Source: an optimization exercise on an open RTL-to-GDS flow (aim: small area, a short achievable clock period and few clock cycles per item). Production flows keep margins and buffers that such runs may drop.
Where RTL was checked, it was by simulation tests only, not by an equivalence proof against the original.
Only the layout flow was run in run 2; the RTL was not checked for function there.
Power figures rest on the tool's default switching activity, not on a simulated workload.

## flow/design.v (module list and top-level ports; edited modules follow where they fit)
// module fir: 645 lines
module fir (
    input  wire        ap_clk,
    input  wire        ap_rst,
    input  wire        ap_start,
    output wire        ap_done,
    output wire        ap_idle,
    output wire        ap_ready,
    output wire [31:0] y,
    output wire        y_ap_vld,
    output wire [3:0]  c_address0,
    output wire        c_ce0,
    input  wire [31:0] c_q0,
    input  wire [31:0] x
);
  // ...
==> flow/run.sh <==
#!/bin/bash
# synth_recipe.tcl (not shown) runs the flow's synth.tcl, then flattens the netlist and writes it again
# the make line also repeats each setting of config.mk as NAME=value (left out here)
make -C /OpenROAD-flow-scripts/flow DESIGN_CONFIG=/design/flow/config.mk WORK_HOME=/design/flow/orfs CLKGATE_MAP_FILE= SYNTH_SCRIPT=/design/flow/synth_recipe.tcl finish
==> flow/config.mk <==
export PLATFORM = sky130hd
export DESIGN_NAME = fir
export DESIGN_NICKNAME = fir
export VERILOG_FILES = /design/flow/design.v
export SDC_FILE = /design/flow/constraint.sdc
export NUM_CORES = 4
export LEC_CHECK = 0
export CAP_MARGIN = 20
export CORE_MARGIN = 2
export CORE_UTILIZATION = 60
export PLACE_DENSITY = 0.7
export SETUP_SLACK_MARGIN = 4.7
export SLEW_MARGIN = 20
==> flow/constraint.sdc <==
create_clock -name core_clock -period 8.5 [get_ports {ap_clk}]
set_input_delay 1.7000 -clock core_clock [delete_from_list [all_inputs] [get_ports {ap_clk}]]
set_output_delay 1.7000 -clock core_clock [all_outputs]
set_load 0.01 [all_outputs]
==> notes.md, run 1 <==
The critical path data arrival time came out at 4400 ps. The final weighted congestion of routability-driven global placement is 0.882. Summed over all failing endpoints, the final setup total negative slack is 0 ps. For this run, global-route usage on met1 was measured as 38.1%.

The met3 demand-to-capacity share in global routing came out at 5.90%. The count of buffers added on input and output ports is 107. The switching power share of the total came out at 26.2%. The category of cells accounting for the largest share of critical-path delay is adder cells. The count of routing violations after the opening detailed-route iteration came out at 1,650. The category of the worst setup path launch point is a flop. The count of inserted tapcells came out at 532.

The number of synthesized flops with an enable pin came out at 0. The overall die width came out at 208 µm. The maximum single-stage delay on the critical path came out at 450 ps. For the final database, setup skew stands at 52.8 ps. Among all cell types in the netlist, the one instantiated most often is dfxtp_1.

The final core area utilization is 73.2%. The static leakage power is 11.4 nW. The run finished with no timing, DRC or antenna violations. The share of the cycle needed by the critical path after routing came out at 46.0%. The diode insertion count for antenna repair came out at 4. The number of antenna violations at the first check in global routing came out at 3.

The count of yosys warnings during synthesis came out at 2. The number of max-slew violations in the final report is 0. Walking the worst path, the cells encountered are bufbuf_16 -> a22oi_2 -> xor2_2 -> fa_2 -> fa_2 -> fa_2 -> fa_2 -> fa_2 -> xnor2_2 -> xnor2_1 -> xnor2_1 -> xnor2_1 -> xnor2_1 -> xnor2_1. The layer carrying the most global-route usage is met2. The top-level I/O count came out at 108. The final antenna-violating net count came out at 0.

The shortest period the worst path allows came out at 3910 ps. The number of buffer and inverter stages on the critical path is 1. The global-route usage over all layers came out at 29.8%. In this run the number of H-tree levels came out at 2. Setup violations remaining at the end of the flow were counted as 0. Buffers added to address setup during post-CTS repair amount to 14. The maximum count of clock buffers along a single path is 3. The number of buffers created by CTS is 48. The clock-net power came out at 2.31 mW.

The post-placement cell count is 2,715. Data on the critical path is required at its endpoint by 8980 ps. The complex-gate fraction of the synthesized area came out at 12.4%. The startpoint identified for the worst hold timing path is ring[1][3]. The detailed router used layers up to and including met4.

The combined flip-flop and latch cell area is 10,400 µm². The xor and xnor fraction of the mapped netlist area came out at 12.3%. Non-clock buffers in the final layout number 180.
Testbench counts, summed over its fixed seeds: cycles 24,000, items 1,600.
==> module fir, before the edit <==
module fir (
    input  wire        ap_clk,
    input  wire        ap_rst,
    input  wire        ap_start,
    output wire        ap_done,
    output wire        ap_idle,
    output wire        ap_ready,
    output wire [31:0] y,
    output wire        y_ap_vld,
    output wire [3:0]  c_address0,
    output wire        c_ce0,
    input  wire [31:0] c_q0,
    input  wire [31:0] x
);
reg  [3:0]  cnt;       
reg  [3:0]  ph;        
reg  [3:0]  nvalid;    
reg         done_q;
reg         clr;       
reg  [31:0] ring [0:9];
reg  [31:0] c_reg;
reg  [15:0] bone, btwo, bneg;
reg  [31:0] acc_s, acc_c;
reg  [31:0] y_q;
wire busy_rd = (cnt <= 4'd10);
wire ld_ring = (cnt >= 4'd1) && (cnt <= 4'd10);
assign ap_idle    = ~ap_start;
assign ap_done    = done_q;
assign ap_ready   = done_q;
assign y_ap_vld   = done_q;
assign y          = y_q;
assign c_ce0      = ap_start & busy_rd;
assign c_address0 = (cnt == 4'd10) ? 4'd0 : ((ph == 4'd9) ? 4'd1 : ph + 4'd2);
always @(posedge ap_clk) begin
    if (ap_rst) begin
        cnt    <= 4'd0;
        done_q <= 1'b0;
        clr    <= 1'b0;
        ph     <= 4'd0;
        nvalid <= 4'd0;
    end else begin
        if (cnt == 4'd0)
            cnt <= {3'd0, ap_start};
        else if (cnt == 4'd14)
            cnt <= 4'd0;
        else
            cnt <= cnt + 4'd1;
        done_q <= (cnt == 4'd13);
        clr    <= (cnt == 4'd1);
        if (done_q) begin
            ph <= (ph >= 4'd8) ? ph - 4'd8 : ph + 4'd2;
            if (nvalid != 4'd10)
                nvalid <= nvalid + 4'd1;
        end else begin
            ph <= (ph == 4'd9) ? 4'd0 : ph + 4'd1;
        end
    end
end
integer r;
always @(posedge ap_clk) begin
    for (r = 0; r < 9; r = r + 1)
        ring[r] <= ring[r + 1];
    ring[9] <= (ld_ring && ph == 4'd9) ? x : ring[0];
end
wire [31:0] dsel = (cnt == 4'd11) ? x : ((ph < nvalid) ? ring[0] : 32'd0);
wire [32:0] dx   = {dsel, 1'b0};
integer g;
always @(posedge ap_clk) begin
    c_reg <= c_q0;
    for (g = 0; g < 16; g = g + 1) begin
        bone[g] <= (dx[2*g+1] ^ dx[2*g]);
        btwo[g] <= ((dx[2*g+2] & ~dx[2*g+1] & ~dx[2*g]) | (~dx[2*g+2] & dx[2*g+1] & dx[2*g]));
        bneg[g] <= dx[2*g+2];
    end
end
wire [31:0] pp0 = ((c_reg[31:0] & {32{bone[0]}}) | ({c_reg[30:0], 1'b0} & {32{btwo[0]}})) ^ {32{bneg[0]}};
wire [29:0] pp1 = ((c_reg[29:0] & {30{bone[1]}}) | ({c_reg[28:0], 1'b0} & {30{btwo[1]}})) ^ {30{bneg[1]}};
wire [27:0] pp2 = ((c_reg[27:0] & {28{bone[2]}}) | ({c_reg[26:0], 1'b0} & {28{btwo[2]}})) ^ {28{bneg[2]}};
wire [25:0] pp3 = ((c_reg[25:0] & {26{bone[3]}}) | ({c_reg[24:0], 1'b0} & {26{btwo[3]}})) ^ {26{bneg[3]}};
wire [23:0] pp4 = ((c_reg[23:0] & {24{bone[4]}}) | ({c_reg[22:0], 1'b0} & {24{btwo[4]}})) ^ {24{bneg[4]}};
wire [21:0] pp5 = ((c_reg[21:0] & {22{bone[5]}}) | ({c_reg[20:0], 1'b0} & {22{btwo[5]}})) ^ {22{bneg[5]}};
wire [19:0] pp6 = ((c_reg[19:0] & {20{bone[6]}}) | ({c_reg[18:0], 1'b0} & {20{btwo[6]}})) ^ {20{bneg[6]}};
wire [17:0] pp7 = ((c_reg[17:0] & {18{bone[7]}}) | ({c_reg[16:0], 1'b0} & {18{btwo[7]}})) ^ {18{bneg[7]}};
wire [15:0] pp8 = ((c_reg[15:0] & {16{bone[8]}}) | ({c_reg[14:0], 1'b0} & {16{btwo[8]}})) ^ {16{bneg[8]}};
wire [13:0] pp9 = ((c_reg[13:0] & {14{bone[9]}}) | ({c_reg[12:0], 1'b0} & {14{btwo[9]}})) ^ {14{bneg[9]}};
wire [11:0] pp10 = ((c_reg[11:0] & {12{bone[10]}}) | ({c_reg[10:0], 1'b0} & {12{btwo[10]}})) ^ {12{bneg[10]}};
wire [9:0] pp11 = ((c_reg[9:0] & {10{bone[11]}}) | ({c_reg[8:0], 1'b0} & {10{btwo[11]}})) ^ {10{bneg[11]}};
wire [7:0] pp12 = ((c_reg[7:0] & {8{bone[12]}}) | ({c_reg[6:0], 1'b0} & {8{btwo[12]}})) ^ {8{bneg[12]}};
wire [5:0] pp13 = ((c_reg[5:0] & {6{bone[13]}}) | ({c_reg[4:0], 1'b0} & {6{btwo[13]}})) ^ {6{bneg[13]}};
wire [3:0] pp14 = ((c_reg[3:0] & {4{bone[14]}}) | ({c_reg[2:0], 1'b0} & {4{btwo[14]}})) ^ {4{bneg[14]}};
wire [1:0] pp15 = ((c_reg[1:0] & {2{bone[15]}}) | ({c_reg[0:0], 1'b0} & {2{btwo[15]}})) ^ {2{bneg[15]}};
wire [31:0] sm = acc_s & {32{~clr}};
wire [31:0] cm = acc_c & {32{~clr}};
wire s_1 = bneg[0] ^ sm[0] ^ cm[0];
wire c_2 = (bneg[0] & sm[0]) | (cm[0] & (bneg[0] ^ sm[0]));
wire s_3 = sm[1] ^ cm[1] ^ pp0[1];
wire c_4 = (sm[1] & cm[1]) | (pp0[1] & (sm[1] ^ cm[1]));
wire s_5 = bneg[1] ^ sm[2] ^ cm[2];
wire c_6 = (bneg[1] & sm[2]) | (cm[2] & (bneg[1] ^ sm[2]));
wire s_7 = pp0[2] ^ pp1[0] ^ s_5;
wire c_8 = (pp0[2] & pp1[0]) | (s_5 & (pp0[2] ^ pp1[0]));
wire s_9 = sm[3] ^ cm[3] ^ pp0[3];
wire c_10 = (sm[3] & cm[3]) | (pp0[3] & (sm[3] ^ cm[3]));
wire s_11 = pp1[1] ^ c_6 ^ s_9;
wire c_12 = (pp1[1] & c_6) | (s_9 & (pp1[1] ^ c_6));
wire s_13 = bneg[2] ^ sm[4] ^ cm[4];
wire c_14 = (bneg[2] & sm[4]) | (cm[4] & (bneg[2] ^ sm[4]));
wire s_15 = pp0[4] ^ pp1[2] ^ pp2[0];
wire c_16 = (pp0[4] & pp1[2]) | (pp2[0] & (pp0[4] ^ pp1[2]));
wire s_17 = s_13 ^ c_10 ^ s_15;
wire c_18 = (s_13 & c_10) | (s_15 & (s_13 ^ c_10));
wire s_19 = sm[5] ^ cm[5] ^ pp0[5];
wire c_20 = (sm[5] & cm[5]) | (pp0[5] & (sm[5] ^ cm[5]));
wire s_21 = pp1[3] ^ pp2[1] ^ c_14;
wire c_22 = (pp1[3] & pp2[1]) | (c_14 & (pp1[3] ^ pp2[1]));
wire s_23 = c_16 ^ s_19 ^ s_21;
wire c_24 = (c_16 & s_19) | (s_21 & (c_16 ^ s_19));
wire s_25 = bneg[3] ^ sm[6] ^ cm[6];
wire c_26 = (bneg[3] & sm[6]) | (cm[6] & (bneg[3] ^ sm[6]));
wire s_27 = pp0[6] ^ pp1[4] ^ pp2[2];
wire c_28 = (pp0[6] & pp1[4]) | (pp2[2] & (pp0[6] ^ pp1[4]));
wire s_29 = pp3[0] ^ s_25 ^ c_20;
wire c_30 = (pp3[0] & s_25) | (c_20 & (pp3[0] ^ s_25));
wire s_31 = c_22 ^ s_27 ^ s_29;
wire c_32 = (c_22 & s_27) | (s_29 & (c_22 ^ s_27));
wire s_33 = sm[7] ^ cm[7] ^ pp0[7];
wire c_34 = (sm[7] & cm[7]) | (pp0[7] & (sm[7] ^ cm[7]));
wire s_35 = pp1[5] ^ pp2[3] ^ pp3[1];
wire c_36 = (pp1[5] & pp2[3]) | (pp3[1] & (pp1[5] ^ pp2[3]));
wire s_37 = c_26 ^ c_28 ^ s_33;
wire c_38 = (c_26 & c_28) | (s_33 & (c_26 ^ c_28));
wire s_39 = s_35 ^ c_30 ^ s_37;
wire c_40 = (s_35 & c_30) | (s_37 & (s_35 ^ c_30));
wire s_41 = bneg[4] ^ sm[8] ^ cm[8];
wire c_42 = (bneg[4] & sm[8]) | (cm[8] & (bneg[4] ^ sm[8]));
wire s_43 = pp0[8] ^ pp1[6] ^ pp2[4];
wire c_44 = (pp0[8] & pp1[6]) | (pp2[4] & (pp0[8] ^ pp1[6]));
wire s_45 = pp3[2] ^ pp4[0] ^ s_41;
wire c_46 = (pp3[2] & pp4[0]) | (s_41 & (pp3[2] ^ pp4[0]));
wire s_47 = c_34 ^ c_36 ^ s_43;
wire c_48 = (c_34 & c_36) | (s_43 & (c_34 ^ c_36));
wire s_49 = s_45 ^ c_38 ^ s_47;
wire c_50 = (s_45 & c_38) | (s_47 & (s_45 ^ c_38));
wire s_51 = sm[9] ^ cm[9] ^ pp0[9];
wire c_52 = (sm[9] & cm[9]) | (pp0[9] & (sm[9] ^ cm[9]));
wire s_53 = pp1[7] ^ pp2[5] ^ pp3[3];
wire c_54 = (pp1[7] & pp2[5]) | (pp3[3] & (pp1[7] ^ pp2[5]));
wire s_55 = pp4[1] ^ c_42 ^ c_44;
wire c_56 = (pp4[1] & c_42) | (c_44 & (pp4[1] ^ c_42));
wire s_57 = s_51 ^ s_53 ^ c_46;
wire c_58 = (s_51 & s_53) | (c_46 & (s_51 ^ s_53));
wire s_59 = c_48 ^ s_55 ^ s_57;
wire c_60 = (c_48 & s_55) | (s_57 & (c_48 ^ s_55));
wire s_61 = bneg[5] ^ sm[10] ^ cm[10];
wire c_62 = (bneg[5] & sm[10]) | (cm[10] & (bneg[5] ^ sm[10]));
wire s_63 = pp0[10] ^ pp1[8] ^ pp2[6];
wire c_64 = (pp0[10] & pp1[8]) | (pp2[6] & (pp0[10] ^ pp1[8]));
wire s_65 = pp3[4] ^ pp4[2] ^ pp5[0];
wire c_66 = (pp3[4] & pp4[2]) | (pp5[0] & (pp3[4] ^ pp4[2]));
wire s_67 = s_61 ^ c_52 ^ c_54;
wire c_68 = (s_61 & c_52) | (c_54 & (s_61 ^ c_52));
wire s_69 = s_63 ^ s_65 ^ c_56;
wire c_70 = (s_63 & s_65) | (c_56 & (s_63 ^ s_65));
wire s_71 = s_67 ^ c_58 ^ s_69;
wire c_72 = (s_67 & c_58) | (s_69 & (s_67 ^ c_58));
wire s_73 = sm[11] ^ cm[11] ^ pp0[11];
wire c_74 = (sm[11] & cm[11]) | (pp0[11] & (sm[11] ^ cm[11]));
wire s_75 = pp1[9] ^ pp2[7] ^ pp3[5];
wire c_76 = (pp1[9] & pp2[7]) | (pp3[5] & (pp1[9] ^ pp2[7]));
wire s_77 = pp4[3] ^ pp5[1] ^ c_62;
wire c_78 = (pp4[3] & pp5[1]) | (c_62 & (pp4[3] ^ pp5[1]));
wire s_79 = c_64 ^ c_66 ^ s_73;
wire c_80 = (c_64 & c_66) | (s_73 & (c_64 ^ c_66));
wire s_81 = s_75 ^ s_77 ^ c_68;
wire c_82 = (s_75 & s_77) | (c_68 & (s_75 ^ s_77));
wire s_83 = s_79 ^ c_70 ^ s_81;
wire c_84 = (s_79 & c_70) | (s_81 & (s_79 ^ c_70));
wire s_85 = bneg[6] ^ sm[12] ^ cm[12];
wire c_86 = (bneg[6] & sm[12]) | (cm[12] & (bneg[6] ^ sm[12]));
wire s_87 = pp0[12] ^ pp1[10] ^ pp2[8];
wire c_88 = (pp0[12] & pp1[10]) | (pp2[8] & (pp0[12] ^ pp1[10]));
wire s_89 = pp3[6] ^ pp4[4] ^ pp5[2];
wire c_90 = (pp3[6] & pp4[4]) | (pp5[2] & (pp3[6] ^ pp4[4]));
wire s_91 = pp6[0] ^ s_85 ^ c_74;
wire c_92 = (pp6[0] & s_85) | (c_74 & (pp6[0] ^ s_85));
wire s_93 = c_76 ^ c_78 ^ s_87;
wire c_94 = (c_76 & c_78) | (s_87 & (c_76 ^ c_78));
wire s_95 = s_89 ^ c_80 ^ s_91;
wire c_96 = (s_89 & c_80) | (s_91 & (s_89 ^ c_80));
wire s_97 = s_93 ^ c_82 ^ s_95;
wire c_98 = (s_93 & c_82) | (s_95 & (s_93 ^ c_82));
wire s_99 = sm[13] ^ cm[13] ^ pp0[13];
wire c_100 = (sm[13] & cm[13]) | (pp0[13] & (sm[13] ^ cm[13]));
wire s_101 = pp1[11] ^ pp2[9] ^ pp3[7];
wire c_102 = (pp1[11] & pp2[9]) | (pp3[7] & (pp1[11] ^ pp2[9]));
wire s_103 = pp4[5] ^ pp5[3] ^ pp6[1];
wire c_104 = (pp4[5] & pp5[3]) | (pp6[1] & (pp4[5] ^ pp5[3]));
wire s_105 = c_86 ^ c_88 ^ c_90;
wire c_106 = (c_86 & c_88) | (c_90 & (c_86 ^ c_88));
wire s_107 = s_99 ^ s_101 ^ s_103;
wire c_108 = (s_99 & s_101) | (s_103 & (s_99 ^ s_101));
wire s_109 = c_92 ^ c_94 ^ s_105;
wire c_110 = (c_92 & c_94) | (s_105 & (c_92 ^ c_94));
wire s_111 = s_107 ^ c_96 ^ s_109;
wire c_112 = (s_107 & c_96) | (s_109 & (s_107 ^ c_96));
wire s_113 = bneg[7] ^ sm[14] ^ cm[14];
wire c_114 = (bneg[7] & sm[14]) | (cm[14] & (bneg[7] ^ sm[14]));
wire s_115 = pp0[14] ^ pp1[12] ^ pp2[10];
wire c_116 = (pp0[14] & pp1[12]) | (pp2[10] & (pp0[14] ^ pp1[12]));
wire s_117 = pp3[8] ^ pp4[6] ^ pp5[4];
wire c_118 = (pp3[8] & pp4[6]) | (pp5[4] & (pp3[8] ^ pp4[6]));
wire s_119 = pp6[2] ^ pp7[0] ^ s_113;
wire c_120 = (pp6[2] & pp7[0]) | (s_113 & (pp6[2] ^ pp7[0]));
wire s_121 = c_100 ^ c_102 ^ c_104;
wire c_122 = (c_100 & c_102) | (c_104 & (c_100 ^ c_102));
wire s_123 = s_115 ^ s_117 ^ s_119;
wire c_124 = (s_115 & s_117) | (s_119 & (s_115 ^ s_117));
wire s_125 = c_106 ^ c_108 ^ s_121;
wire c_126 = (c_106 & c_108) | (s_121 & (c_106 ^ c_108));
wire s_127 = s_123 ^ c_110 ^ s_125;
wire c_128 = (s_123 & c_110) | (s_125 & (s_123 ^ c_110));
wire s_129 = sm[15] ^ cm[15] ^ pp0[15];
wire c_130 = (sm[15] & cm[15]) | (pp0[15] & (sm[15] ^ cm[15]));
wire s_131 = pp1[13] ^ pp2[11] ^ pp3[9];
wire c_132 = (pp1[13] & pp2[11]) | (pp3[9] & (pp1[13] ^ pp2[11]));
wire s_133 = pp4[7] ^ pp5[5] ^ pp6[3];
wire c_134 = (pp4[7] & pp5[5]) | (pp6[3] & (pp4[7] ^ pp5[5]));
wire s_135 = pp7[1] ^ c_114 ^ c_116;
wire c_136 = (pp7[1] & c_114) | (c_116 & (pp7[1] ^ c_114));
wire s_137 = c_118 ^ s_129 ^ s_131;
wire c_138 = (c_118 & s_129) | (s_131 & (c_118 ^ s_129));
wire s_139 = s_133 ^ c_120 ^ c_122;
wire c_140 = (s_133 & c_120) | (c_122 & (s_133 ^ c_120));
wire s_141 = s_135 ^ s_137 ^ c_124;
wire c_142 = (s_135 & s_137) | (c_124 & (s_135 ^ s_137));
wire s_143 = s_139 ^ c_126 ^ s_141;
wire c_144 = (s_139 & c_126) | (s_141 & (s_139 ^ c_126));
wire s_145 = bneg[8] ^ sm[16] ^ cm[16];
wire c_146 = (bneg[8] & sm[16]) | (cm[16] & (bneg[8] ^ sm[16]));
wire s_147 = pp0[16] ^ pp1[14] ^ pp2[12];
wire c_148 = (pp0[16] & pp1[14]) | (pp2[12] & (pp0[16] ^ pp1[14]));
wire s_149 = pp3[10] ^ pp4[8] ^ pp5[6];
wire c_150 = (pp3[10] & pp4[8]) | (pp5[6] & (pp3[10] ^ pp4[8]));
wire s_151 = pp6[4] ^ pp7[2] ^ pp8[0];
wire c_152 = (pp6[4] & pp7[2]) | (pp8[0] & (pp6[4] ^ pp7[2]));
wire s_153 = s_145 ^ c_130 ^ c_132;
wire c_154 = (s_145 & c_130) | (c_132 & (s_145 ^ c_130));
wire s_155 = c_134 ^ s_147 ^ s_149;
wire c_156 = (c_134 & s_147) | (s_149 & (c_134 ^ s_147));
wire s_157 = s_151 ^ c_136 ^ c_138;
wire c_158 = (s_151 & c_136) | (c_138 & (s_151 ^ c_136));
wire s_159 = s_153 ^ s_155 ^ c_140;
wire c_160 = (s_153 & s_155) | (c_140 & (s_153 ^ s_155));
wire s_161 = s_157 ^ c_142 ^ s_159;
wire c_162 = (s_157 & c_142) | (s_159 & (s_157 ^ c_142));
wire s_163 = sm[17] ^ cm[17] ^ pp0[17];
wire c_164 = (sm[17] & cm[17]) | (pp0[17] & (sm[17] ^ cm[17]));
wire s_165 = pp1[15] ^ pp2[13] ^ pp3[11];
wire c_166 = (pp1[15] & pp2[13]) | (pp3[11] & (pp1[15] ^ pp2[13]));
wire s_167 = pp4[9] ^ pp5[7] ^ pp6[5];
wire c_168 = (pp4[9] & pp5[7]) | (pp6[5] & (pp4[9] ^ pp5[7]));
wire s_169 = pp7[3] ^ pp8[1] ^ c_146;
wire c_170 = (pp7[3] & pp8[1]) | (c_146 & (pp7[3] ^ pp8[1]));
wire s_171 = c_148 ^ c_150 ^ c_152;
wire c_172 = (c_148 & c_150) | (c_152 & (c_148 ^ c_150));
wire s_173 = s_163 ^ s_165 ^ s_167;
wire c_174 = (s_163 & s_165) | (s_167 & (s_163 ^ s_165));
wire s_175 = s_169 ^ c_154 ^ c_156;
wire c_176 = (s_169 & c_154) | (c_156 & (s_169 ^ c_154));
wire s_177 = s_171 ^ s_173 ^ c_158;
wire c_178 = (s_171 & s_173) | (c_158 & (s_171 ^ s_173));
wire s_179 = s_175 ^ c_160 ^ s_177;
wire c_180 = (s_175 & c_160) | (s_177 & (s_175 ^ c_160));
wire s_181 = bneg[9] ^ sm[18] ^ cm[18];
wire c_182 = (bneg[9] & sm[18]) | (cm[18] & (bneg[9] ^ sm[18]));
wire s_183 = pp0[18] ^ pp1[16] ^ pp2[14];
wire c_184 = (pp0[18] & pp1[16]) | (pp2[14] & (pp0[18] ^ pp1[16]));
wire s_185 = pp3[12] ^ pp4[10] ^ pp5[8];
wire c_186 = (pp3[12] & pp4[10]) | (pp5[8] & (pp3[12] ^ pp4[10]));
wire s_187 = pp6[6] ^ pp7[4] ^ pp8[2];
wire c_188 = (pp6[6] & pp7[4]) | (pp8[2] & (pp6[6] ^ pp7[4]));
wire s_189 = pp9[0] ^ s_181 ^ c_164;
wire c_190 = (pp9[0] & s_181) | (c_164 & (pp9[0] ^ s_181));
wire s_191 = c_166 ^ c_168 ^ c_170;
wire c_192 = (c_166 & c_168) | (c_170 & (c_166 ^ c_168));
wire s_193 = s_183 ^ s_185 ^ s_187;
wire c_194 = (s_183 & s_185) | (s_187 & (s_183 ^ s_185));
wire s_195 = c_172 ^ c_174 ^ s_189;
wire c_196 = (c_172 & c_174) | (s_189 & (c_172 ^ c_174));
wire s_197 = s_191 ^ s_193 ^ c_176;
wire c_198 = (s_191 & s_193) | (c_176 & (s_191 ^ s_193));
wire s_199 = s_195 ^ c_178 ^ s_197;
wire c_200 = (s_195 & c_178) | (s_197 & (s_195 ^ c_178));
wire s_201 = sm[19] ^ cm[19] ^ pp0[19];
wire c_202 = (sm[19] & cm[19]) | (pp0[19] & (sm[19] ^ cm[19]));
wire s_203 = pp1[17] ^ pp2[15] ^ pp3[13];
wire c_204 = (pp1[17] & pp2[15]) | (pp3[13] & (pp1[17] ^ pp2[15]));
wire s_205 = pp4[11] ^ pp5[9] ^ pp6[7];
wire c_206 = (pp4[11] & pp5[9]) | (pp6[7] & (pp4[11] ^ pp5[9]));
wire s_207 = pp7[5] ^ pp8[3] ^ pp9[1];
wire c_208 = (pp7[5] & pp8[3]) | (pp9[1] & (pp7[5] ^ pp8[3]));
wire s_209 = c_182 ^ c_184 ^ c_186;
wire c_210 = (c_182 & c_184) | (c_186 & (c_182 ^ c_184));
wire s_211 = c_188 ^ s_201 ^ s_203;
wire c_212 = (c_188 & s_201) | (s_203 & (c_188 ^ s_201));
wire s_213 = s_205 ^ s_207 ^ c_190;
wire c_214 = (s_205 & s_207) | (c_190 & (s_205 ^ s_207));
wire s_215 = c_192 ^ c_194 ^ s_209;
wire c_216 = (c_192 & c_194) | (s_209 & (c_192 ^ c_194));
wire s_217 = s_211 ^ s_213 ^ c_196;
wire c_218 = (s_211 & s_213) | (c_196 & (s_211 ^ s_213));
wire s_219 = s_215 ^ c_198 ^ s_217;
wire c_220 = (s_215 & c_198) | (s_217 & (s_215 ^ c_198));
wire s_221 = bneg[10] ^ sm[20] ^ cm[20];
wire c_222 = (bneg[10] & sm[20]) | (cm[20] & (bneg[10] ^ sm[20]));
wire s_223 = pp0[20] ^ pp1[18] ^ pp2[16];
wire c_224 = (pp0[20] & pp1[18]) | (pp2[16] & (pp0[20] ^ pp1[18]));
wire s_225 = pp3[14] ^ pp4[12] ^ pp5[10];
wire c_226 = (pp3[14] & pp4[12]) | (pp5[10] & (pp3[14] ^ pp4[12]));
wire s_227 = pp6[8] ^ pp7[6] ^ pp8[4];
wire c_228 = (pp6[8] & pp7[6]) | (pp8[4] & (pp6[8] ^ pp7[6]));
wire s_229 = pp9[2] ^ pp10[0] ^ s_221;
wire c_230 = (pp9[2] & pp10[0]) | (s_221 & (pp9[2] ^ pp10[0]));
wire s_231 = c_202 ^ c_204 ^ c_206;
wire c_232 = (c_202 & c_204) | (c_206 & (c_202 ^ c_204));
wire s_233 = c_208 ^ s_223 ^ s_225;
wire c_234 = (c_208 & s_223) | (s_225 & (c_208 ^ s_223));
wire s_235 = s_227 ^ s_229 ^ c_210;
wire c_236 = (s_227 & s_229) | (c_210 & (s_227 ^ s_229));
wire s_237 = c_212 ^ s_231 ^ s_233;
wire c_238 = (c_212 & s_231) | (s_233 & (c_212 ^ s_231));
wire s_239 = c_214 ^ s_235 ^ c_216;
wire c_240 = (c_214 & s_235) | (c_216 & (c_214 ^ s_235));
wire s_241 = s_237 ^ c_218 ^ s_239;
wire c_242 = (s_237 & c_218) | (s_239 & (s_237 ^ c_218));
wire s_243 = sm[21] ^ cm[21] ^ pp0[21];
wire c_244 = (sm[21] & cm[21]) | (pp0[21] & (sm[21] ^ cm[21]));
wire s_245 = pp1[19] ^ pp2[17] ^ pp3[15];
wire c_246 = (pp1[19] & pp2[17]) | (pp3[15] & (pp1[19] ^ pp2[17]));
wire s_247 = pp4[13] ^ pp5[11] ^ pp6[9];
wire c_248 = (pp4[13] & pp5[11]) | (pp6[9] & (pp4[13] ^ pp5[11]));
wire s_249 = pp7[7] ^ pp8[5] ^ pp9[3];
wire c_250 = (pp7[7] & pp8[5]) | (pp9[3] & (pp7[7] ^ pp8[5]));
wire s_251 = pp10[1] ^ c_222 ^ c_224;
wire c_252 = (pp10[1] & c_222) | (c_224 & (pp10[1] ^ c_222));
wire s_253 = c_226 ^ c_228 ^ s_243;
wire c_254 = (c_226 & c_228) | (s_243 & (c_226 ^ c_228));
wire s_255 = s_245 ^ s_247 ^ s_249;
wire c_256 = (s_245 & s_247) | (s_249 & (s_245 ^ s_247));
wire s_257 = c_230 ^ c_232 ^ c_234;
wire c_258 = (c_230 & c_232) | (c_234 & (c_230 ^ c_232));
wire s_259 = s_251 ^ s_253 ^ s_255;
wire c_260 = (s_251 & s_253) | (s_255 & (s_251 ^ s_253));
wire s_261 = c_236 ^ s_257 ^ c_238;
wire c_262 = (c_236 & s_257) | (c_238 & (c_236 ^ s_257));
wire s_263 = s_259 ^ c_240 ^ s_261;
wire c_264 = (s_259 & c_240) | (s_261 & (s_259 ^ c_240));
wire s_265 = bneg[11] ^ sm[22] ^ cm[22];
wire c_266 = (bneg[11] & sm[22]) | (cm[22] & (bneg[11] ^ sm[22]));
wire s_267 = pp0[22] ^ pp1[20] ^ pp2[18];
wire c_268 = (pp0[22] & pp1[20]) | (pp2[18] & (pp0[22] ^ pp1[20]));
wire s_269 = pp3[16] ^ pp4[14] ^ pp5[12];
wire c_270 = (pp3[16] & pp4[14]) | (pp5[12] & (pp3[16] ^ pp4[14]));
wire s_271 = pp6[10] ^ pp7[8] ^ pp8[6];
wire c_272 = (pp6[10] & pp7[8]) | (pp8[6] & (pp6[10] ^ pp7[8]));
wire s_273 = pp9[4] ^ pp10[2] ^ pp11[0];
wire c_274 = (pp9[4] & pp10[2]) | (pp11[0] & (pp9[4] ^ pp10[2]));
wire s_275 = s_265 ^ c_244 ^ c_246;
wire c_276 = (s_265 & c_244) | (c_246 & (s_265 ^ c_244));
wire s_277 = c_248 ^ c_250 ^ s_267;
wire c_278 = (c_248 & c_250) | (s_267 & (c_248 ^ c_250));
wire s_279 = s_269 ^ s_271 ^ s_273;
wire c_280 = (s_269 & s_271) | (s_273 & (s_269 ^ s_271));
wire s_281 = c_252 ^ c_254 ^ c_256;
wire c_282 = (c_252 & c_254) | (c_256 & (c_252 ^ c_254));
wire s_283 = s_275 ^ s_277 ^ s_279;
wire c_284 = (s_275 & s_277) | (s_279 & (s_275 ^ s_277));
wire s_285 = c_258 ^ s_281 ^ c_260;
wire c_286 = (c_258 & s_281) | (c_260 & (c_258 ^ s_281));
wire s_287 = s_283 ^ c_262 ^ s_285;
wire c_288 = (s_283 & c_262) | (s_285 & (s_283 ^ c_262));
wire s_289 = sm[23] ^ cm[23] ^ pp0[23];
wire c_290 = (sm[23] & cm[23]) | (pp0[23] & (sm[23] ^ cm[23]));
wire s_291 = pp1[21] ^ pp2[19] ^ pp3[17];
wire c_292 = (pp1[21] & pp2[19]) | (pp3[17] & (pp1[21] ^ pp2[19]));
wire s_293 = pp4[15] ^ pp5[13] ^ pp6[11];
wire c_294 = (pp4[15] & pp5[13]) | (pp6[11] & (pp4[15] ^ pp5[13]));
wire s_295 = pp7[9] ^ pp8[7] ^ pp9[5];
wire c_296 = (pp7[9] & pp8[7]) | (pp9[5] & (pp7[9] ^ pp8[7]));
wire s_297 = pp10[3] ^ pp11[1] ^ c_266;
wire c_298 = (pp10[3] & pp11[1]) | (c_266 & (pp10[3] ^ pp11[1]));
wire s_299 = c_268 ^ c_270 ^ c_272;
wire c_300 = (c_268 & c_270) | (c_272 & (c_268 ^ c_270));
wire s_301 = c_274 ^ s_289 ^ s_291;
wire c_302 = (c_274 & s_289) | (s_291 & (c_274 ^ s_289));
wire s_303 = s_293 ^ s_295 ^ s_297;
wire c_304 = (s_293 & s_295) | (s_297 & (s_293 ^ s_295));
wire s_305 = c_276 ^ c_278 ^ c_280;
wire c_306 = (c_276 & c_278) | (c_280 & (c_276 ^ c_278));
wire s_307 = s_299 ^ s_301 ^ s_303;
wire c_308 = (s_299 & s_301) | (s_303 & (s_299 ^ s_301));
wire s_309 = c_282 ^ s_305 ^ c_284;
wire c_310 = (c_282 & s_305) | (c_284 & (c_282 ^ s_305));
wire s_311 = s_307 ^ c_286 ^ s_309;
wire c_312 = (s_307 & c_286) | (s_309 & (s_307 ^ c_286));
wire s_313 = bneg[12] ^ sm[24] ^ cm[24];
wire c_314 = (bneg[12] & sm[24]) | (cm[24] & (bneg[12] ^ sm[24]));
wire s_315 = pp0[24] ^ pp1[22] ^ pp2[20];
wire c_316 = (pp0[24] & pp1[22]) | (pp2[20] & (pp0[24] ^ pp1[22]));
wire s_317 = pp3[18] ^ pp4[16] ^ pp5[14];
wire c_318 = (pp3[18] & pp4[16]) | (pp5[14] & (pp3[18] ^ pp4[16]));
wire s_319 = pp6[12] ^ pp7[10] ^ pp8[8];
wire c_320 = (pp6[12] & pp7[10]) | (pp8[8] & (pp6[12] ^ pp7[10]));
wire s_321 = pp9[6] ^ pp10[4] ^ pp11[2];
wire c_322 = (pp9[6] & pp10[4]) | (pp11[2] & (pp9[6] ^ pp10[4]));
wire s_323 = pp12[0] ^ s_313 ^ c_290;
wire c_324 = (pp12[0] & s_313) | (c_290 & (pp12[0] ^ s_313));
wire s_325 = c_292 ^ c_294 ^ c_296;
wire c_326 = (c_292 & c_294) | (c_296 & (c_292 ^ c_294));
wire s_327 = c_298 ^ s_315 ^ s_317;
wire c_328 = (c_298 & s_315) | (s_317 & (c_298 ^ s_315));
wire s_329 = s_319 ^ s_321 ^ c_300;
wire c_330 = (s_319 & s_321) | (c_300 & (s_319 ^ s_321));
wire s_331 = c_302 ^ s_323 ^ s_325;
wire c_332 = (c_302 & s_323) | (s_325 & (c_302 ^ s_323));
wire s_333 = c_304 ^ s_327 ^ c_306;
wire c_334 = (c_304 & s_327) | (c_306 & (c_304 ^ s_327));
wire s_335 = s_329 ^ s_331 ^ c_308;
wire c_336 = (s_329 & s_331) | (c_308 & (s_329 ^ s_331));
wire s_337 = s_333 ^ c_310 ^ s_335;
wire c_338 = (s_333 & c_310) | (s_335 & (s_333 ^ c_310));
wire s_339 = sm[25] ^ cm[25] ^ pp0[25];
wire c_340 = (sm[25] & cm[25]) | (pp0[25] & (sm[25] ^ cm[25]));
wire s_341 = pp1[23] ^ pp2[21] ^ pp3[19];
wire c_342 = (pp1[23] & pp2[21]) | (pp3[19] & (pp1[23] ^ pp2[21]));
wire s_343 = pp4[17] ^ pp5[15] ^ pp6[13];
wire c_344 = (pp4[17] & pp5[15]) | (pp6[13] & (pp4[17] ^ pp5[15]));
wire s_345 = pp7[11] ^ pp8[9] ^ pp9[7];
wire c_346 = (pp7[11] & pp8[9]) | (pp9[7] & (pp7[11] ^ pp8[9]));
wire s_347 = pp10[5] ^ pp11[3] ^ pp12[1];
wire c_348 = (pp10[5] & pp11[3]) | (pp12[1] & (pp10[5] ^ pp11[3]));
wire s_349 = c_314 ^ c_316 ^ c_318;
wire c_350 = (c_314 & c_316) | (c_318 & (c_314 ^ c_316));
wire s_351 = c_320 ^ c_322 ^ s_339;
wire c_352 = (c_320 & c_322) | (s_339 & (c_320 ^ c_322));
wire s_353 = s_341 ^ s_343 ^ s_345;
wire c_354 = (s_341 & s_343) | (s_345 & (s_341 ^ s_343));
wire s_355 = s_347 ^ c_324 ^ c_326;
wire c_356 = (s_347 & c_324) | (c_326 & (s_347 ^ c_324));
wire s_357 = c_328 ^ s_349 ^ s_351;
wire c_358 = (c_328 & s_349) | (s_351 & (c_328 ^ s_349));
wire s_359 = s_353 ^ c_330 ^ s_355;
wire c_360 = (s_353 & c_330) | (s_355 & (s_353 ^ c_330));
wire s_361 = c_332 ^ s_357 ^ c_334;
wire c_362 = (c_332 & s_357) | (c_334 & (c_332 ^ s_357));
wire s_363 = s_359 ^ c_336 ^ s_361;
wire c_364 = (s_359 & c_336) | (s_361 & (s_359 ^ c_336));
wire s_365 = bneg[13] ^ sm[26] ^ cm[26];
wire c_366 = (bneg[13] & sm[26]) | (cm[26] & (bneg[13] ^ sm[26]));
wire s_367 = pp0[26] ^ pp1[24] ^ pp2[22];
wire c_368 = (pp0[26] & pp1[24]) | (pp2[22] & (pp0[26] ^ pp1[24]));
wire s_369 = pp3[20] ^ pp4[18] ^ pp5[16];
wire c_370 = (pp3[20] & pp4[18]) | (pp5[16] & (pp3[20] ^ pp4[18]));
wire s_371 = pp6[14] ^ pp7[12] ^ pp8[10];
wire c_372 = (pp6[14] & pp7[12]) | (pp8[10] & (pp6[14] ^ pp7[12]));
wire s_373 = pp9[8] ^ pp10[6] ^ pp11[4];
wire c_374 = (pp9[8] & pp10[6]) | (pp11[4] & (pp9[8] ^ pp10[6]));
wire s_375 = pp12[2] ^ pp13[0] ^ s_365;
wire c_376 = (pp12[2] & pp13[0]) | (s_365 & (pp12[2] ^ pp13[0]));
wire s_377 = c_340 ^ c_342 ^ c_344;
wire c_378 = (c_340 & c_342) | (c_344 & (c_340 ^ c_342));
wire s_379 = c_346 ^ c_348 ^ s_367;
wire c_380 = (c_346 & c_348) | (s_367 & (c_346 ^ c_348));
wire s_381 = s_369 ^ s_371 ^ s_373;
wire c_382 = (s_369 & s_371) | (s_373 & (s_369 ^ s_371));
wire s_383 = s_375 ^ c_350 ^ c_352;
wire c_384 = (s_375 & c_350) | (c_352 & (s_375 ^ c_350));
wire s_385 = c_354 ^ s_377 ^ s_379;
wire c_386 = (c_354 & s_377) | (s_379 & (c_354 ^ s_377));
wire s_387 = s_381 ^ c_356 ^ s_383;
wire c_388 = (s_381 & c_356) | (s_383 & (s_381 ^ c_356));
wire s_389 = c_358 ^ s_385 ^ c_360;
wire c_390 = (c_358 & s_385) | (c_360 & (c_358 ^ s_385));
wire s_391 = s_387 ^ c_362 ^ s_389;
wire c_392 = (s_387 & c_362) | (s_389 & (s_387 ^ c_362));
wire s_393 = sm[27] ^ cm[27] ^ pp0[27];
wire c_394 = (sm[27] & cm[27]) | (pp0[27] & (sm[27] ^ cm[27]));
wire s_395 = pp1[25] ^ pp2[23] ^ pp3[21];
wire c_396 = (pp1[25] & pp2[23]) | (pp3[21] & (pp1[25] ^ pp2[23]));
wire s_397 = pp4[19] ^ pp5[17] ^ pp6[15];
wire c_398 = (pp4[19] & pp5[17]) | (pp6[15] & (pp4[19] ^ pp5[17]));
wire s_399 = pp7[13] ^ pp8[11] ^ pp9[9];
wire c_400 = (pp7[13] & pp8[11]) | (pp9[9] & (pp7[13] ^ pp8[11]));
wire s_401 = pp10[7] ^ pp11[5] ^ pp12[3];
wire c_402 = (pp10[7] & pp11[5]) | (pp12[3] & (pp10[7] ^ pp11[5]));
wire s_403 = pp13[1] ^ c_366 ^ c_368;
wire c_404 = (pp13[1] & c_366) | (c_368 & (pp13[1] ^ c_366));
wire s_405 = c_370 ^ c_372 ^ c_374;
wire c_406 = (c_370 & c_372) | (c_374 & (c_370 ^ c_372));
wire s_407 = s_393 ^ s_395 ^ s_397;
wire c_408 = (s_393 & s_395) | (s_397 & (s_393 ^ s_395));
wire s_409 = s_399 ^ s_401 ^ c_376;
wire c_410 = (s_399 & s_401) | (c_376 & (s_399 ^ s_401));
wire s_411 = c_378 ^ c_380 ^ c_382;
wire c_412 = (c_378 & c_380) | (c_382 & (c_378 ^ c_380));
wire s_413 = s_403 ^ s_405 ^ s_407;
wire c_414 = (s_403 & s_405) | (s_407 & (s_403 ^ s_405));
wire s_415 = s_409 ^ c_384 ^ s_411;
wire c_416 = (s_409 & c_384) | (s_411 & (s_409 ^ c_384));
wire s_417 = c_386 ^ s_413 ^ c_388;
wire c_418 = (c_386 & s_413) | (c_388 & (c_386 ^ s_413));
wire s_419 = s_415 ^ c_390 ^ s_417;
wire c_420 = (s_415 & c_390) | (s_417 & (s_415 ^ c_390));
wire s_421 = bneg[14] ^ sm[28] ^ cm[28];
wire c_422 = (bneg[14] & sm[28]) | (cm[28] & (bneg[14] ^ sm[28]));
wire s_423 = pp0[28] ^ pp1[26] ^ pp2[24];
wire c_424 = (pp0[28] & pp1[26]) | (pp2[24] & (pp0[28] ^ pp1[26]));
wire s_425 = pp3[22] ^ pp4[20] ^ pp5[18];
wire c_426 = (pp3[22] & pp4[20]) | (pp5[18] & (pp3[22] ^ pp4[20]));
wire s_427 = pp6[16] ^ pp7[14] ^ pp8[12];
wire c_428 = (pp6[16] & pp7[14]) | (pp8[12] & (pp6[16] ^ pp7[14]));
wire s_429 = pp9[10] ^ pp10[8] ^ pp11[6];
wire c_430 = (pp9[10] & pp10[8]) | (pp11[6] & (pp9[10] ^ pp10[8]));
wire s_431 = pp12[4] ^ pp13[2] ^ pp14[0];
wire c_432 = (pp12[4] & pp13[2]) | (pp14[0] & (pp12[4] ^ pp13[2]));
wire s_433 = s_421 ^ c_394 ^ c_396;
wire c_434 = (s_421 & c_394) | (c_396 & (s_421 ^ c_394));
wire s_435 = c_398 ^ c_400 ^ c_402;
wire c_436 = (c_398 & c_400) | (c_402 & (c_398 ^ c_400));
wire s_437 = s_423 ^ s_425 ^ s_427;
wire c_438 = (s_423 & s_425) | (s_427 & (s_423 ^ s_425));
wire s_439 = s_429 ^ s_431 ^ c_404;
wire c_440 = (s_429 & s_431) | (c_404 & (s_429 ^ s_431));
wire s_441 = c_406 ^ c_408 ^ s_433;
wire c_442 = (c_406 & c_408) | (s_433 & (c_406 ^ c_408));
wire s_443 = s_435 ^ c_410 ^ s_437;
wire c_444 = (s_435 & c_410) | (s_437 & (s_435 ^ c_410));
wire s_445 = c_412 ^ s_439 ^ c_414;
wire c_446 = (c_412 & s_439) | (c_414 & (c_412 ^ s_439));
wire s_447 = s_441 ^ s_443 ^ c_416;
wire c_448 = (s_441 & s_443) | (c_416 & (s_441 ^ s_443));
wire s_449 = s_445 ^ c_418 ^ s_447;
wire c_450 = (s_445 & c_418) | (s_447 & (s_445 ^ c_418));
wire s_451 = sm[29] ^ cm[29] ^ pp0[29];
wire c_452 = (sm[29] & cm[29]) | (pp0[29] & (sm[29] ^ cm[29]));
wire s_453 = pp1[27] ^ pp2[25] ^ pp3[23];
wire c_454 = (pp1[27] & pp2[25]) | (pp3[23] & (pp1[27] ^ pp2[25]));
wire s_455 = pp4[21] ^ pp5[19] ^ pp6[17];
wire c_456 = (pp4[21] & pp5[19]) | (pp6[17] & (pp4[21] ^ pp5[19]));
wire s_457 = pp7[15] ^ pp8[13] ^ pp9[11];
wire c_458 = (pp7[15] & pp8[13]) | (pp9[11] & (pp7[15] ^ pp8[13]));
wire s_459 = pp10[9] ^ pp11[7] ^ pp12[5];
wire c_460 = (pp10[9] & pp11[7]) | (pp12[5] & (pp10[9] ^ pp11[7]));
wire s_461 = pp13[3] ^ pp14[1] ^ c_422;
wire c_462 = (pp13[3] & pp14[1]) | (c_422 & (pp13[3] ^ pp14[1]));
wire s_463 = c_424 ^ c_426 ^ c_428;
wire c_464 = (c_424 & c_426) | (c_428 & (c_424 ^ c_426));
wire s_465 = c_430 ^ c_432 ^ s_451;
wire c_466 = (c_430 & c_432) | (s_451 & (c_430 ^ c_432));
wire s_467 = s_453 ^ s_455 ^ s_457;
wire c_468 = (s_453 & s_455) | (s_457 & (s_453 ^ s_455));
wire s_469 = s_459 ^ s_461 ^ c_434;
wire c_470 = (s_459 & s_461) | (c_434 & (s_459 ^ s_461));
wire s_471 = c_436 ^ c_438 ^ s_463;
wire c_472 = (c_436 & c_438) | (s_463 & (c_436 ^ c_438));
wire s_473 = s_465 ^ s_467 ^ c_440;
wire c_474 = (s_465 & s_467) | (c_440 & (s_465 ^ s_467));
wire s_475 = s_469 ^ c_442 ^ c_444;
wire c_476 = (s_469 & c_442) | (c_444 & (s_469 ^ c_442));
wire s_477 = s_471 ^ s_473 ^ c_446;
wire c_478 = (s_471 & s_473) | (c_446 & (s_471 ^ s_473));
wire s_479 = s_475 ^ c_448 ^ s_477;
wire c_480 = (s_475 & c_448) | (s_477 & (s_475 ^ c_448));
wire s_481 = bneg[15] ^ sm[30] ^ cm[30];
wire c_482 = (bneg[15] & sm[30]) | (cm[30] & (bneg[15] ^ sm[30]));
wire s_483 = pp0[30] ^ pp1[28] ^ pp2[26];
wire c_484 = (pp0[30] & pp1[28]) | (pp2[26] & (pp0[30] ^ pp1[28]));
wire s_485 = pp3[24] ^ pp4[22] ^ pp5[20];
wire c_486 = (pp3[24] & pp4[22]) | (pp5[20] & (pp3[24] ^ pp4[22]));
wire s_487 = pp6[18] ^ pp7[16] ^ pp8[14];
wire c_488 = (pp6[18] & pp7[16]) | (pp8[14] & (pp6[18] ^ pp7[16]));
wire s_489 = pp9[12] ^ pp10[10] ^ pp11[8];
wire c_490 = (pp9[12] & pp10[10]) | (pp11[8] & (pp9[12] ^ pp10[10]));
wire s_491 = pp12[6] ^ pp13[4] ^ pp14[2];
wire c_492 = (pp12[6] & pp13[4]) | (pp14[2] & (pp12[6] ^ pp13[4]));
wire s_493 = pp15[0] ^ s_481 ^ c_452;
wire c_494 = (pp15[0] & s_481) | (c_452 & (pp15[0] ^ s_481));
wire s_495 = c_454 ^ c_456 ^ c_458;
wire c_496 = (c_454 & c_456) | (c_458 & (c_454 ^ c_456));
wire s_497 = c_460 ^ c_462 ^ s_483;
wire c_498 = (c_460 & c_462) | (s_483 & (c_460 ^ c_462));
wire s_499 = s_485 ^ s_487 ^ s_489;
wire c_500 = (s_485 & s_487) | (s_489 & (s_485 ^ s_487));
wire s_501 = s_491 ^ c_464 ^ c_466;
wire c_502 = (s_491 & c_464) | (c_466 & (s_491 ^ c_464));
wire s_503 = c_468 ^ s_493 ^ s_495;
wire c_504 = (c_468 & s_493) | (s_495 & (c_468 ^ s_493));
wire s_505 = s_497 ^ s_499 ^ c_470;
wire c_506 = (s_497 & s_499) | (c_470 & (s_497 ^ s_499));
wire s_507 = c_472 ^ s_501 ^ s_503;
wire c_508 = (c_472 & s_501) | (s_503 & (c_472 ^ s_501));
wire s_509 = c_474 ^ s_505 ^ c_476;
wire c_510 = (c_474 & s_505) | (c_476 & (c_474 ^ s_505));
wire s_511 = s_507 ^ c_478 ^ s_509;
wire c_512 = (s_507 & c_478) | (s_509 & (s_507 ^ c_478));
wire s_513 = sm[31] ^ cm[31];
wire s_514 = s_513 ^ pp0[31];
wire s_515 = pp1[29] ^ pp2[27];
wire s_516 = pp3[25] ^ pp4[23];
wire s_517 = pp5[21] ^ pp6[19];
wire s_518 = pp7[17] ^ pp8[15];
wire s_519 = pp9[13] ^ pp10[11];
wire s_520 = pp11[9] ^ pp12[7];
wire s_521 = pp13[5] ^ pp14[3];
wire s_522 = pp15[1] ^ c_482;
wire s_523 = s_514 ^ s_515;
wire s_524 = s_516 ^ s_517;
wire s_525 = s_518 ^ s_519;
wire s_526 = s_520 ^ s_521;
wire s_527 = s_522 ^ s_523;
wire s_528 = s_524 ^ s_525;
wire s_529 = s_526 ^ c_484;
wire s_530 = c_486 ^ c_488;
wire s_531 = c_490 ^ c_492;
wire s_532 = s_527 ^ s_528;
wire s_533 = s_529 ^ s_530;
wire s_534 = s_531 ^ s_532;
wire s_535 = s_533 ^ c_494;
wire s_536 = c_496 ^ c_498;
wire s_537 = c_500 ^ s_534;
wire s_538 = s_535 ^ s_536;
wire s_539 = s_537 ^ s_538;
wire s_540 = c_502 ^ c_504;
wire s_541 = s_539 ^ s_540;
wire s_542 = c_506 ^ s_541;
wire s_543 = c_508 ^ s_542;
wire s_544 = s_543 ^ c_510;
wire [31:0] nxt_s = {s_544, c_480, c_450, c_420, c_392, c_364, c_338, c_312, c_288, c_264, c_242, c_220, c_200, c_180, c_162, c_144, c_128, c_112, c_98, c_84, c_72, c_60, c_50, c_40, c_32, c_24, c_18, c_12, c_8, c_4, c_2, pp0[0]};
wire [31:0] nxt_c = {c_512, s_511, s_479, s_449, s_419, s_391, s_363, s_337, s_311, s_287, s_263, s_241, s_219, s_199, s_179, s_161, s_143, s_127, s_111, s_97, s_83, s_71, s_59, s_49, s_39, s_31, s_23, s_17, s_11, s_7, s_3, s_1};
always @(posedge ap_clk) begin
    acc_s <= nxt_s;
    acc_c <= nxt_c;
    y_q   <= acc_s + acc_c;
end
endmodule
==> run 2: changes to the inputs <==
--- a/flow/design.v
+++ b/flow/design.v
@@ -23,3 +23,2 @@
 reg  [31:0] acc_s, acc_c;
-reg  [31:0] y_q;
 wire busy_rd = (cnt <= 4'd10);
@@ -30,3 +29,3 @@
 assign y_ap_vld   = done_q;
-assign y          = y_q;
+assign y          = c_reg;
 assign c_ce0      = ap_start & busy_rd;
@@ -68,3 +67,3 @@
 always @(posedge ap_clk) begin
-    c_reg <= c_q0;
+    c_reg <= (cnt == 4'd13) ? acc_s + acc_c : c_q0;    
     for (g = 0; g < 16; g = g + 1) begin
@@ -642,3 +641,2 @@
     acc_c <= nxt_c;
-    y_q   <= acc_s + acc_c;
 end
==> flow/flow/run.sh (new file) <==
#!/bin/bash
# Standard ORFS layout, with two changes:
#  1. after the standard synthesis, flow/polarity.py re-chooses the polarity of the full adders
#     and XOR gates to drop inverters (same function, same registers);
#  2. ports are buffered with buf_2 instead of the flow's default buffer.
set -euo pipefail
W=$(pwd)
R=$W/orfs/results/$FLOW_PLATFORM/fir/base
bash standard.sh "$R/1_2_yosys.v" > synth.log 2>&1
cp "$R/1_2_yosys.v" "$W/1_2_yosys_standard.v"
python3 flow/polarity.py "$W/1_2_yosys_standard.v" "$R/1_2_yosys.v" > polarity.log 2>&1
export BUFFER_PORTS_ARGS="-buffer_cell sky130_fd_sc_hd__buf_2"
bash standard.sh > layout.log 2>&1
==> flow/flow/polarity.py (new file) <==
#!/usr/bin/env python3
"""Re-choose the polarity of full adders and XOR gates in a mapped sky130 netlist so that
fewer inverters are needed.  A full adder is self-dual (inverting all three inputs inverts
both outputs) and an XOR/XNOR gate absorbs an inversion on any pin by swapping xor2<->xnor2,
so inverters next to them can often be removed.  The function of the netlist is unchanged.

usage: polarity.py IN.v OUT.v
"""
import re, sys, collections

src = open(sys.argv[1]).read()

# --- parse the single flat module ------------------------------------------------------
inst_re = re.compile(r'^\s*(sky130_fd_sc_hd__\w+)\s+(\S+)\s*\((.*?)\);\s*$', re.S | re.M)
pin_re = re.compile(r'\.(\w+)\(\s*([^()]*?)\s*\)')
OUTS = {'X', 'Y', 'Q', 'Q_N', 'SUM', 'COUT', 'HI', 'LO'}

insts = []
for m in inst_re.finditer(src):
    typ, name, body = m.group(1), m.group(2), m.group(3)
    pins = [(p, n) for p, n in pin_re.findall(body)]
    insts.append({'type': typ, 'name': name, 'pins': pins, 'span': m.span()})

def base(t):
    return re.sub(r'^sky130_fd_sc_hd__', '', t)

def kind(t):
    b = base(t)
    if re.match(r'(clk)?inv_\d+$', b): return 'inv'
    if re.match(r'fa_\d+$', b): return 'fa'
    if re.match(r'xor2_\d+$', b): return 'xor'
    if re.match(r'xnor2_\d+$', b): return 'xnor'
    return 'other'

driver = {}
loads = collections.defaultdict(list)   # net -> [(inst idx, pin)]
for i, c in enumerate(insts):
    c['kind'] = kind(c['type'])
    for p, n in c['pins']:
        if p in OUTS:
            driver[n] = (i, p)
        else:
            loads[n].append((i, p))

port_nets = set()
for m in re.finditer(r'^\s*(input|output|inout)\s+(\[[^\]]*\]\s*)?([^;]+);', src, re.M):
    for n in m.group(3).split(','):
        port_nets.add(n.strip())
def is_port(n):
    b = re.sub(r'\[\d+\]$', '', n.strip())
    return n in port_nets or b in port_nets

# --- logical signals: collapse inverters that touch an FA or XOR ---------------------------
# an inverter is collapsible when its input net is not a port and its output net is not a port
# and the output feeds only cells (no port)
def flexible(i):
    return insts[i]['kind'] in ('fa', 'xor', 'xnor')

coll = set()
for i, c in enumerate(insts):
    if c['kind'] != 'inv':
        continue
    a = dict(c['pins'])['A']; y = dict(c['pins'])['Y']
    if is_port(a) or is_port(y) or a not in driver:
        continue
    d = driver[a][0]
    touches = flexible(d) or any(flexible(j) for j, _ in loads[y])
    if touches and all(insts[j]['kind'] != 'inv' for j, _ in loads[y]):
        coll.add(i)

# root(net) -> (root net, parity)
inv_of = {}
for i in coll:
    pd = dict(insts[i]['pins']); inv_of[pd['Y']] = pd['A']
def root(n):
    par = 0
    while n in inv_of:
        n = inv_of[n]; par ^= 1
    return n, par

# signal = root net; consumers: (inst, pin, extra parity)
sig_cons = collections.defaultdict(list)
for i, c in enumerate(insts):
    if i in coll:
        continue
    for p, n in c['pins']:
        if p in OUTS:
            continue
        r, par = root(n)
        sig_cons[r].append((i, p, par))

# variables: FA flip f[i]; XOR output flip q[i]
var = {i: 0 for i, c in enumerate(insts) if c['kind'] in ('fa', 'xor', 'xnor') and i not in coll}

def drv_pol(sig):
    if sig in driver:
        i, p = driver[sig]
        if i in var:
            return var[i]
    return 0

def req(i, par):
    """polarity (relative to the signal) that consumer i needs on a pin fed with parity par"""
    k = insts[i]['kind']
    if k == 'fa':
        return var[i] ^ par
    if k in ('xor', 'xnor'):
        return None            # takes either
    return par

def sig_cost(sig):
    d = drv_pol(sig)
    need_other = False
    for i, p, par in sig_cons.get(sig, []):
        r = req(i, par)
        if r is not None and r != d:
            need_other = True
    # a port driven with the wrong polarity also needs an inverter
    return 1 if need_other else 0

# signals touched by each variable
touch = collections.defaultdict(set)
for i in var:
    for p, n in insts[i]['pins']:
        if p in OUTS:
            touch[i].add(n)
        elif insts[i]['kind'] == 'fa':
            touch[i].add(root(n)[0])
fixed_out = set()
for n in driver:
    if is_port(n):
        fixed_out.add(n)

def can_flip(i):
    for p, n in insts[i]['pins']:
        if p in OUTS and (is_port(n) or n in fixed_out):
            return False
    return True

before = sum(sig_cost(s) for s in set(sig_cons) | set(driver))
improved = True
rounds = 0
while improved and rounds < 50:
    improved = False; rounds += 1
    for i in var:
        if not can_flip(i):
            continue
        sigs = touch[i]
        c0 = sum(sig_cost(s) for s in sigs)
        var[i] ^= 1
        c1 = sum(sig_cost(s) for s in sigs)
        if c1 < c0:
            improved = True
        else:
            var[i] ^= 1
after = sum(sig_cost(s) for s in set(sig_cons) | set(driver))

# --- rewrite ------------------------------------------------------------------------------
# physical net of signal s with polarity d = drv_pol(s) is the root net itself (driver output).
# the opposite polarity is a new inverter output net.
inv_net = {}
new_cells = []
cnt = [0]
def other(sig):
    if sig not in inv_net:
        cnt[0] += 1
        nn = f'_pol{cnt[0]}_'
        inv_net[sig] = nn
        sp = ' ' if sig.startswith(chr(92)) else ''
        new_cells.append(f'  sky130_fd_sc_hd__inv_1 _polinv{cnt[0]}_ (\n    .A({sig}{sp}),\n    .Y({nn})\n  );\n')
    return inv_net[sig]

new_type = {}
new_pins = {}
for i, c in enumerate(insts):
    if i in coll:
        continue
    k = c['kind']
    pins = []
    parity = 0
    for p, n in c['pins']:
        if p in OUTS:
            pins.append((p, n)); continue
        sig, par = root(n)
        d = drv_pol(sig)
        r = req(i, par)
        if r is None:          # XOR consumer: take the driver's polarity
            r = d
            parity ^= d ^ par  # received value = wanted ^ (d ^ par)
        pins.append((p, sig if r == d else other(sig)))
    new_pins[i] = pins
    if k in ('xor', 'xnor'):
        inv = parity ^ var[i] ^ (1 if k == 'xnor' else 0)
        t = c['type']
        size = re.search(r'_(\d+)$', t).group(1)
        new_type[i] = f'sky130_fd_sc_hd__{"xnor2" if inv else "xor2"}_{size}'
        outp = 'Y' if inv else 'X'     # xnor2 drives Y, xor2 drives X
        new_pins[i] = [((outp if p in OUTS else p), n) for p, n in new_pins[i]]

# nets that lost their driver (collapsed inverter outputs) are simply left unused
out = []
last = 0
for i, c in enumerate(insts):
    s, e = c['span']
    out.append(src[last:s])
    last = e
    if i in coll:
        continue
    t = new_type.get(i, c['type'])
    body = ',\n'.join(f'    .{p}({n}{" " if n.startswith(chr(92)) else ""})' for p, n in new_pins[i])
    out.append(f'  {t} {c["name"]} (\n{body}\n  );')
tail = src[last:]
em = tail.rfind('endmodule')
out.append(tail[:em])
# declare new nets
decl = ''.join(f'  wire {inv_net[s]};\n' for s in inv_net)
out.append(decl + ''.join(new_cells) + tail[em:])
txt = ''.join(out)
open(sys.argv[2], 'w').write(txt)
ninv_before = sum(1 for c in insts if c['kind'] == 'inv')
sys.stderr.write(f'polarity: {len(coll)} inverters collapsed, {len(new_cells)} added '
                 f'(cost {before} -> {after}), {ninv_before} inverters before\n')
==> flow/standard.sh (new file) <==
#!/bin/bash
# synth_recipe.tcl (not shown) runs the flow's synth.tcl, then flattens the netlist and writes it again
# the make line also repeats each setting of config.mk as NAME=value (left out here)
make -C /OpenROAD-flow-scripts/flow DESIGN_CONFIG=/design/flow/config.mk WORK_HOME=/design/flow/orfs CLKGATE_MAP_FILE= SYNTH_SCRIPT=/design/flow/synth_recipe.tcl "${@:-finish}"
--- a/flow/config.mk
+++ b/flow/config.mk
@@ -10,2 +10,5 @@
 export CORE_UTILIZATION = 60
+export CTS_BUF_LIST = sky130_fd_sc_hd__clkbuf_8
+export CTS_CLUSTER_DIAMETER = 60
+export CTS_CLUSTER_SIZE = 16
 export PLACE_DENSITY = 0.7
removed: flow/run.sh
==> run 2 against run 1 <==
Against the previous run: worst hold slack lost 6.1 ps; sequential share of layout area rose by 1.0 points; first-iteration DRC count decreased by 0.97%; power down 23%; wire length is 0.69% higher; sequential cell count shrank 32; critical path type unchanged; critical endpoint unchanged; largest cell class unchanged; highest routed layer is now met5.
==> notes.md, run 2 <==
The post-detailed-route via-to-cell ratio is 5.99 (was 5.82). The number of max-cap violations came to 0 (unchanged). The final weighted congestion of routability-driven global placement came to 0.893 (was 0.882). The critical-path maximum fanout came out at 12 (was 6). The synthesized instance count came out at 2,116 (was 2,192).

The most common cell after layout, fill and taps aside is dfxtp_1 (unchanged). The H-tree depth is 2 (unchanged). The largest net degree at the start of global routing is 49 (was 42). The post-synthesis average cell area is 11.4 µm² (about the same). The fraction of layout cells with a size suffix above 1 is 22.1% (was 19.7%). The die extent in y is 204 µm (was 208 µm). The cell count of the worst reg-to-reg path is 13 (was 14). The critical path data arrival time came out at 4620 ps (was 4400 ps).

The static leakage power is 9.51 nW (was 11.4 nW). The number of detailed-route iterations in the first pass came out at 6 (unchanged). The site row count came to 73 (was 74). The final hold violation count is 0 (unchanged). The power density over the cells is 164 nW/µm² (was 195 nW/µm²).

The top-level I/O count came out at 108 (unchanged). The count of input and output buffers was 107 (unchanged). The startpoint of the worst register-to-register path is c_reg[12] (was btwo[0]). The setup violation total in the final timing report came to 0 (unchanged). The netlist area before placement was 24,100 µm² (was 24,900 µm²). The launching element of the worst setup path is c_reg[12] (was btwo[0]). The number of max-slew violations in the final report came to 0 (unchanged). The number of nets in the synthesized netlist was 2,482 (was 2,558). The class of the tightest hold or removal check is reg -> reg (unchanged). Outcome: no timing/DRC/antenna violations (unchanged). The post-placement cell count is 2,619 (was 2,715). The sink count of the clock tree is 478 (was 510). The share of the cycle needed by the critical path after routing came out at 48.2% (was 46.0%). The post-cts hold buffer count is 0 (unchanged). The worst flop-to-flop path endpoint is acc_s[31] (unchanged). The final antenna-violating net count is 0 (unchanged).

The global-route usage over all layers came out at 32.1% (was 29.8%). The number of buffers created by CTS is 41 (was 48). The clock tree from TritonCTS is yes (unchanged). The die area came out at 41,800 µm² (was 43,200 µm²). The average routed wire per standard cell was 24.1 µm (was 23.0 µm). The final core area utilization came to 68.9% (was 73.2%). The non-filler instance count after layout is 2,731 (was 2,846). The clock tree root buffer cell is clkbuf_8 (was clkbuf_16). The slew at the pin with the worst max-slew slack came out at 944 ps (was 639 ps).

The total congestion overflow after global routing is 0 (unchanged). The capture point of the critical path is acc_s[31] (unchanged). The maximum count of clock buffers along a single path is 3 (unchanged). The category of the worst setup path launch point is a flop (unchanged). The required time of the critical path is 9020 ps (was 8980 ps).

The overall die width came out at 204 µm (was 208 µm). The count of routing violations after the opening detailed-route iteration came out at 1,634 (was 1,650). The post-detailed-route DRC marker count came to 0 (unchanged).

The net count of the finished layout is 2,556 (was 2,636). The via total after detailed routing came to 16,354 (was 16,567). The peak supply drop is 0.000196 V (was 0.000213 V). The clock transition at the registers of the reported paths came to 110 ps (was 70 ps).

The sum of negative setup slack is 0 ps (unchanged). The number of antenna violations at the first check in global routing came out at 4 (was 3). The worst-case headroom to the max-slew limit is 37.1% (was 57.4%).

The layout overhead on the synthesized area is 13.4% (was 20.2%). The slack of the worst reg-to-reg path came out at 4400 ps (was 4590 ps). The shortest period the worst path allows is 4100 ps (was 3910 ps). The register with the highest flop count is ring (unchanged). The post-DP HPWL came to 43,500 µm (was 41,900 µm). The area of the core came out at 39,700 µm² (was 40,900 µm²). The element type at the critical path end is a flop (unchanged).

The clock tree skew after final layout is 44.9 ps (was 52.8 ps). The number of global-route vias before repair was 17,022 (was 17,670). Most frequent cells in the layout: dfxtp_1, a22oi_1, xor2_1 (was dfxtp_1, a22oi_1, fa_1). The number of flip-flops in the largest register came out at 320 (unchanged). The fmax came out at 244 MHz (was 256 MHz). The diode insertion count for antenna repair came to 0 (was 4). The total length of routed wires is 65,900 µm (was 65,400 µm). RSZ-0062 raised after global routing: true (unchanged).

The critical setup path kind is reg -> reg (unchanged). The starting density of the core came out at 60.7% (was 61.0%). The clock network latency to the later pin of the worst-skew pair is 640 ps (was 610 ps).

The global-route wire length before repair came to 100,000 µm (was 99,800 µm). The count of yosys warnings during synthesis came out at 2 (unchanged).
## run 2: metrics by stage
step	area, µm²	setup slack [ps]	hold slack [ps]	power [mW]
after floorplan	24700	4650	310	2.98
after CTS	26900	4450	300	4.50
after global placement	25100	4100	310	3.16
after detailed placement	25100	4010	312	3.19
final	27400	4400	309	4.50
after global routing	27400	4270	321	4.71
## run 2: what timing repair did
item / 4_1_cts / 5_1_grt
setup endpoints to repair: 32 / 20
pin swaps: 42 / 67
cloned: 8 / 3
buffers inserted: 29 / 13
hold endpoints to repair: 0 / 0
gates resized for setup: 163 / 77
## run 2: worst min path at each step
stage	cells after the start	endpoint	from	slack (ps)
floorplan	0	ring[0][0]	ring[1][0]	310
global placement	0	ring[3][22]	ring[4][22]	310
detailed placement	0	ring[0][23]	ring[1][23]	310
CTS	0	ring[3][30]	ring[4][30]	300
global route	0	ring[3][30]	ring[4][30]	320
finish	0	ring[3][30]	ring[4][30]	310
## run 2: final cells by class
class                   count  area, µm²
clock inverters            15        169
repair buffers            190       1720
flip-flops and latches    478       9740
inverters                 112        428
clock buffers              44        606
multi-input cells        1367      14000
fillers                  2925      12400
well taps                 525        657
## run 2: worst max-delay path: stages, from the launching register on
cell     delay, ps
dfxtp_4        510
a22oi_2        140
xor2_2         190
fa_1           550
fa_1           480
fa_2           370
fa_2           350
fa_2           360
xor2_2         150
xnor2_1        180
xnor2_1        170
xnor2_1        170
xnor2_1        170
xnor2_1        160
## run 2: power by group
group | leakage [nW] | internal, mW | switching, mW
Sequential | 3.93 | 2.33 | 0.0936
Combinational | 5.20 | 0.329 | 0.442
Clock | 0.387 | 0.529 | 0.774
## run 2: layer usage
| metal | global-route usage, % | share of wire, % |
|---|---|---|
| met5 | 0 | 0.073 |
| met4 | 14.8 | 5.2 |
| met3 | 6.46 | 8.9 |
| met2 | 50.7 | 46 |
| met1 | 42.7 | 40 |

-- port drivers added, routing unchanged --
The flow's constraints put no driver on any port. The routed layouts listed below were extracted and timed again, unchanged, in two steps.
Step 1 sets driving cells, clkbuf_16 on the clock port and buf_2 on the other inputs (assumed; they add their load-dependent delay and slew).
Step 2 moves the port delays by t, midway between the first and last clock arrival at a register: inputs arrive t later, outputs are due t later. That takes back most of the time a late clock gives input paths.
a / b / c = ideal / step 1 / step 2; a / b = the first two.
run | t (ns) | setup WS [ns] | clock arrival spread, ns | pins driven straight from the clock port
run 1 | 0.637 | 4.587 / 4.587 / 4.587 | 0.053 / 0.053 | 1
run 2 | 0.669 | 4.404 / 4.404 / 4.404 | 0.050 / 0.050 | 1
After both steps setup and hold are still met in every run listed.
